Context: an optimization exercise on an open-source flow, tuned for small area and a short achievable clock period. The choices shown serve that exercise and are no tape-out recipe.
RTL that was checked went through simulation tests only; none was proved equivalent to the original.

== before ==
## mod_reg
module mod_reg(
    input clk,
    input [31:0] a,
    output [31:0] r
    );
Size in the first run: ~510 cells after synthesis, about 23 flip-flops, about 65 I/O pins.
clock: 28.0 ns
lec_check: 0
cap_margin: 20
core_margin: 2
core_utilization: 40
slew_margin: 20
standard.sh (not shown) runs the stock make flow with config.mk's settings and CLKGATE_MAP_FILE= SYNTH_SCRIPT=/design/flow/synth_recipe.tcl, a recipe that flattens the netlist after the stock synthesis.
==> flow/flow/run.sh <==
#!/bin/bash
# The standard layout (standard.sh, the ORFS flow) with these changes:
#  - synthesis maps with flow/abc.script (flow/synth.tcl is synth_recipe.tcl with abc's script swapped);
#  - ports are buffered with buf_1 instead of the flow's default pick;
#  - any extra ORFS make variables listed in flow/knobs.txt (one per line).
# The make output goes to flow.log; each ORFS step keeps its own log under orfs/logs/.
set -euo pipefail
W=$PWD
sed -e "s#SYNTH_SCRIPT=[^ ]*#SYNTH_SCRIPT=$W/flow/synth.tcl#" standard.sh > my_standard.sh
export MY_ABC_SCRIPT=$W/flow/abc.script
EXTRA=()
if [[ -f flow/knobs.txt ]]; then
  while IFS= read -r line; do [[ -n "$line" ]] && EXTRA+=("$line"); done < flow/knobs.txt
fi
bash my_standard.sh "BUFFER_PORTS_ARGS=-buffer_cell sky130_fd_sc_hd__buf_1" "${EXTRA[@]}" finish > flow.log 2>&1
==> flow/flow/abc.script <==
strash
&get -n
&fraig -x
&put
scorr
dc2
dretime
strash
&get -n
&dch -f
&nf {D}
&put
buffer
upsize {D}
dnsize {D}
stime -p
==> flow/flow/synth.tcl <==
# synth_recipe.tcl with one change: abc maps with flow/abc.script (area-recovering
# mapping) instead of ORFS's speed script. Everything else is the standard synthesis.
proc synth {args} { yosys synth -nofsm -noshare {*}$args }
proc abc {args} {
  set i [lsearch -exact $args -script]
  if {$i >= 0} { lset args [expr {$i + 1}] $::env(MY_ABC_SCRIPT) }
  set i [lsearch -exact $args -D]
  if {$i >= 0} { set args [lreplace $args $i [expr {$i + 1}]] }
  if {[info exists ::env(MY_ABC_D)]} { lappend args -D $::env(MY_ABC_D) }
  yosys abc {*}$args
}
source $::env(SCRIPTS_DIR)/synth.tcl
# left out here: clear keep_hierarchy, flatten, clean up, hide names made inside functions, write 1_2_yosys.v
For after, these inputs were changed with respect to before:
==> flow/flow/abc.script <==
strash
&get -n
&st
&dch
&nf
&put
buffer -c
upsize -c
dnsize -c
stime -p
## What came out
Total placed instance area up about 10% in after wrt before. NOTE per-cell via count in the routed design before->after increased by a few percent. [after] post-layout worst setup margin rose 1220 ps relative to before. In the tables for before and after, worst-case hold slack reads higher with after. From before to after the numbers moved as follows: delay of the slowest cell on the worst path shows a reduction of 140 ps; first-pass iteration count of the detailed router held.
No functional check of the RTL was part of any run of this note.


Another version of the RTL of mod_reg (not shown whole).
Size in the first run: ~65 I/O pins, about 4600 um2 of cells after synthesis.
Settings: LEC_CHECK=0, CAP_MARGIN=20, CORE_MARGIN=2, CORE_UTILIZATION=40, SLEW_MARGIN=20; clock period 28.0 ns.
==> flow/flow/abc.script <==
strash
&get -n
&st
&dch
&nf
&put
buffer -c
upsize -c
dnsize -c
stime -p
Scripts as last shown in full above: flow/flow/run.sh, flow/flow/synth.tcl
==> next run, changes <==
==> flow/flow/abc.script (replaced) <==
strash
&get -n
&fraig -x
&put
scorr
dc2
dretime
strash
&get -n
&dch -f
&nf {D}
&put
buffer
upsize {D}
dnsize {D}
stime -p
Result: Non-clock buffer count does not change; cell area shrinks by about 13%; setup slack degrades by 0.64 ns; final cell count fell by about 12%.
No functional check of the RTL was part of any run of this note.


Starting RTL as in the previous note.
==> flow/config.mk <==
export PLATFORM = sky130hd
export DESIGN_NAME = mod_reg
export DESIGN_NICKNAME = mod_reg
export VERILOG_FILES = /design/flow/design.v
export SDC_FILE = /design/flow/constraint.sdc
export NUM_CORES = 4
export LEC_CHECK = 0
export CAP_MARGIN = 20
export CORE_MARGIN = 2
export CORE_UTILIZATION = 40
export SLEW_MARGIN = 20
==> flow/constraint.sdc <==
create_clock -name core_clock -period 28.0 [get_ports {clk}]
set_input_delay 5.6000 -clock core_clock [delete_from_list [all_inputs] [get_ports {clk}]]
set_output_delay 5.6000 -clock core_clock [all_outputs]
set_load 0.01 [all_outputs]
==> flow/flow/abc.script <==
strash
&get -n
&fraig -x
&put
scorr
dc2
dretime
strash
&get -n
&dch -f
&nf {D}
&put
buffer
upsize {D}
dnsize {D}
stime -p
==> flow/flow/knobs.txt <==
CTS_BUF_LIST=sky130_fd_sc_hd__clkbuf_4
Scripts as last shown in full above: flow/flow/run.sh, flow/flow/synth.tcl
==> next run, changes <==
==> flow/flow/knobs.txt (replaced) <==
SETUP_SLACK_MARGIN=17.8
Effect:
- The changed run ran to the end with no violations
- global-route usage is higher by 1.2 points
- worst setup slack gets better by 1.0 ns
- clock-buffer cell count stays the same
- via count rose by roughly a tenth
- critical path depth does not change
- worst hold slack is better by 0.074 ns
- synthesized cell count stays the same
==> next run, changes <==
==> flow/flow/abc.script (replaced) <==
strash
&get -n
&st
&synch2
&if -g -K 6
&synch2
&nf
&put
stime -p
removed: flow/flow/knobs.txt
Effect: The new run completed with no timing, DRC or antenna violations. Cell count goes up by 7.3%. Area after synthesis goes up by about 13%. Design area goes down by 5.4%. Wire length goes up by 13%. Synthesized cell count goes up by about 19%. Die area goes up by about 13%.
No run of this note included a check of the RTL's function; only the layout flow was run.


mod_reg, a different RTL version from the one above (not shown whole).
Size in the first run: ~580 cells after synthesis, about 23 flip-flops.
## mod_reg
module mod_reg(
    input clk,
    input [31:0] a,
    output reg [31:0] r
    );
clock: 28.0 ns
lec_check: 0
cap_margin: 20
core_margin: 2
core_utilization: 40
slew_margin: 20
==> flow/flow/run.sh <==
#!/bin/bash
# The standard layout (standard.sh) with three changes:
#  - synthesis maps with flow/abc.script (flow/synth.tcl wraps synth_recipe.tcl's steps);
#  - ports are buffered with buf_1 instead of the flow's default pick;
#  - smaller clock buffers for the small clock tree.
set -euo pipefail
W=$PWD
sed -e "s#SYNTH_SCRIPT=[^ ]*#SYNTH_SCRIPT=$W/flow/synth.tcl#" standard.sh > my_standard.sh
export MY_ABC_SCRIPT=$W/flow/abc.script
bash my_standard.sh \
  "BUFFER_PORTS_ARGS=-buffer_cell sky130_fd_sc_hd__buf_1" \
  finish > flow.log 2>&1
==> flow/flow/abc.script <==
strash
&get -n
&fraig -x
&put
scorr
dc2
dretime
strash
&get -n
&dch -f
&nf {D}
&put
buffer
upsize {D}
dnsize {D}
stime -p
Scripts as last shown in full above: flow/flow/synth.tcl
Change:
==> flow/run.sh (new file) <==
#!/bin/bash
# synth_recipe.tcl (not shown) runs the flow's synth.tcl, then flattens the netlist and writes it again
# the make line also repeats each setting of config.mk as NAME=value (left out here)
make -C /OpenROAD-flow-scripts/flow DESIGN_CONFIG=/design/flow/config.mk WORK_HOME=/design/flow/orfs CLKGATE_MAP_FILE= SYNTH_SCRIPT=/design/flow/synth_recipe.tcl finish
removed: flow/flow/run.sh
removed: flow/flow/abc.script
removed: flow/flow/synth.tcl
removed: flow/standard.sh
Outcome:
- synthesized area goes up by 20%
- global-route usage is lower by 0.75 points
- die area went up by 20%
- synthesized cell count goes up by 20%
- via count rises by 21%
- setup slack gets better by 0.15 ns
- sequential share of layout area falls by 1.9 points
- routed wire length climbs by 17%
Change:
==> flow/flow/run.sh (new file) <==
#!/bin/bash
# The standard layout (standard.sh) with three changes:
#  - synthesis maps with flow/abc.script (flow/synth.tcl wraps synth_recipe.tcl's steps);
#  - ports are buffered with buf_1 instead of the flow's default pick;
#  - smaller clock buffers for the small clock tree.
set -euo pipefail
W=$PWD
sed -e "s#SYNTH_SCRIPT=[^ ]*#SYNTH_SCRIPT=$W/flow/synth.tcl#" standard.sh > my_standard.sh
export MY_ABC_SCRIPT=$W/flow/abc.script
bash my_standard.sh \
  "BUFFER_PORTS_ARGS=-buffer_cell sky130_fd_sc_hd__buf_1" \
  SETUP_SLACK_MARGIN=17.5 finish > flow.log 2>&1
==> flow/flow/abc.script (new file) <==
strash
&get -n
&fraig -x
&put
scorr
dc2
dretime
strash
&get -n
&dch -f
&nf {D}
&put
buffer
upsize {D}
dnsize {D}
stime -p
==> flow/flow/synth.tcl (new file) <==
# synth_recipe.tcl with one change: abc maps with flow/abc.script (area-recovering
# mapping) instead of ORFS's speed script. Everything else is the standard synthesis.
proc synth {args} { yosys synth -nofsm -noshare {*}$args }
proc abc {args} {
  set i [lsearch -exact $args -script]
  if {$i >= 0} { lset args [expr {$i + 1}] $::env(MY_ABC_SCRIPT) }
  set i [lsearch -exact $args -D]
  if {$i >= 0} { set args [lreplace $args $i [expr {$i + 1}]] }
  if {[info exists ::env(MY_ABC_D)]} { lappend args -D $::env(MY_ABC_D) }
  yosys abc {*}$args
}
source $::env(SCRIPTS_DIR)/synth.tcl
# left out here: clear keep_hierarchy, flatten, clean up, hide names made inside functions, write 1_2_yosys.v
==> flow/standard.sh (new file) <==
#!/bin/bash
# synth_recipe.tcl (not shown) runs the flow's synth.tcl, then flattens the netlist and writes it again
# the make line also repeats each setting of config.mk as NAME=value (left out here)
make -C /OpenROAD-flow-scripts/flow DESIGN_CONFIG=/design/flow/config.mk WORK_HOME=/design/flow/orfs CLKGATE_MAP_FILE= SYNTH_SCRIPT=/design/flow/synth_recipe.tcl "${@:-finish}"
removed: flow/run.sh
After rerunning: The changed run passed the timing, design-rule and antenna checks; global-route usage rises by 1.2 points; utilization rises by 2.4 points; routed wire length falls by 9.8%; worst setup slack improves by 0.66 ns; worst hold slack degrades by 0.33 ns; design area falls by 13%; die area falls by 16%.


mod_reg, a different RTL version from the one above (not shown whole).
Size in the first run: ~65 I/O pins.
Settings: LEC_CHECK=0, CAP_MARGIN=20, CORE_MARGIN=2, CORE_UTILIZATION=40, SLEW_MARGIN=20; clock period 28.0 ns.
==> flow/flow/run.sh <==
#!/bin/bash
# Standard layout; keeps the full tool output in standard.log.
bash standard.sh > standard.log 2>&1
Edit:
==> flow/run.sh (new file) <==
#!/bin/bash
# synth_recipe.tcl (not shown) runs the flow's synth.tcl, then flattens the netlist and writes it again
# the make line also repeats each setting of config.mk as NAME=value (left out here)
make -C /OpenROAD-flow-scripts/flow DESIGN_CONFIG=/design/flow/config.mk WORK_HOME=/design/flow/orfs CLKGATE_MAP_FILE= SYNTH_SCRIPT=/design/flow/synth_recipe.tcl finish
removed: flow/flow/run.sh
removed: flow/standard.sh
=>
- The changed run completed without violations
- sequential share of layout area does not change
- critical path depth does not change
- final cell count does not change
- global-route usage stays the same
No functional check of the RTL was part of any run of this note.

-- static timing again, ports no longer ideal --
Ports are ideal in the flow. The routed layouts listed here were re-timed in OpenROAD. Step 1: set_driving_cell puts a clkbuf_16 on clk and a buf_2 on each other input, an assumption about the parent block. Step 2, shift: input delay + t, output delay - t, t = (earliest + latest rising clock arrival at the registers) / 2. This alone moves slack from input paths to output paths. Three values: ideal, step 1, step 2; two values: the first two.
run | shift t [ns] | slack for setup (ns) | worst register clock-pin slew, ns
before | 0.276 | 16.316 / 16.292 / 16.401 | 0.07 / 0.07
after | 0.281 | 17.534 / 17.502 / 17.715 | 0.06 / 0.06
the first run of note 2 | 0.280 | 17.461 / 17.432 / 17.713 | 0.05 / 0.05
the second run of note 2 | 0.276 | 16.821 / 16.794 / 16.725 | 0.07 / 0.07
the first run of note 3 | 0.316 | 16.768 / 16.742 / 16.719 | 0.10 / 0.10
the second run of note 3 | 0.273 | 17.805 / 17.781 / 17.582 | 0.07 / 0.07
the third run of note 3 | 0.279 | 17.057 / 17.027 / 17.306 | 0.07 / 0.07
the first run of note 4 | 0.277 | 16.898 / 16.872 / 16.734 | 0.07 / 0.07
the second run of note 4 | 0.279 | 17.046 / 17.016 / 17.203 | 0.05 / 0.05
the third run of note 4 | 0.278 | 17.709 / 17.714 / 17.436 | 0.08 / 0.08
the first run of note 5 | 0.276 | 16.503 / 16.512 / 16.236 | 0.05 / 0.05
the second run of note 5 | 0.276 | 16.503 / 16.512 / 16.236 | 0.05 / 0.05
After both steps every run listed still meets setup and hold. For the third run of note 4, which loses most, drivers alone change the setup slack by +0.005 ns; drivers and shift together by -0.273 ns.
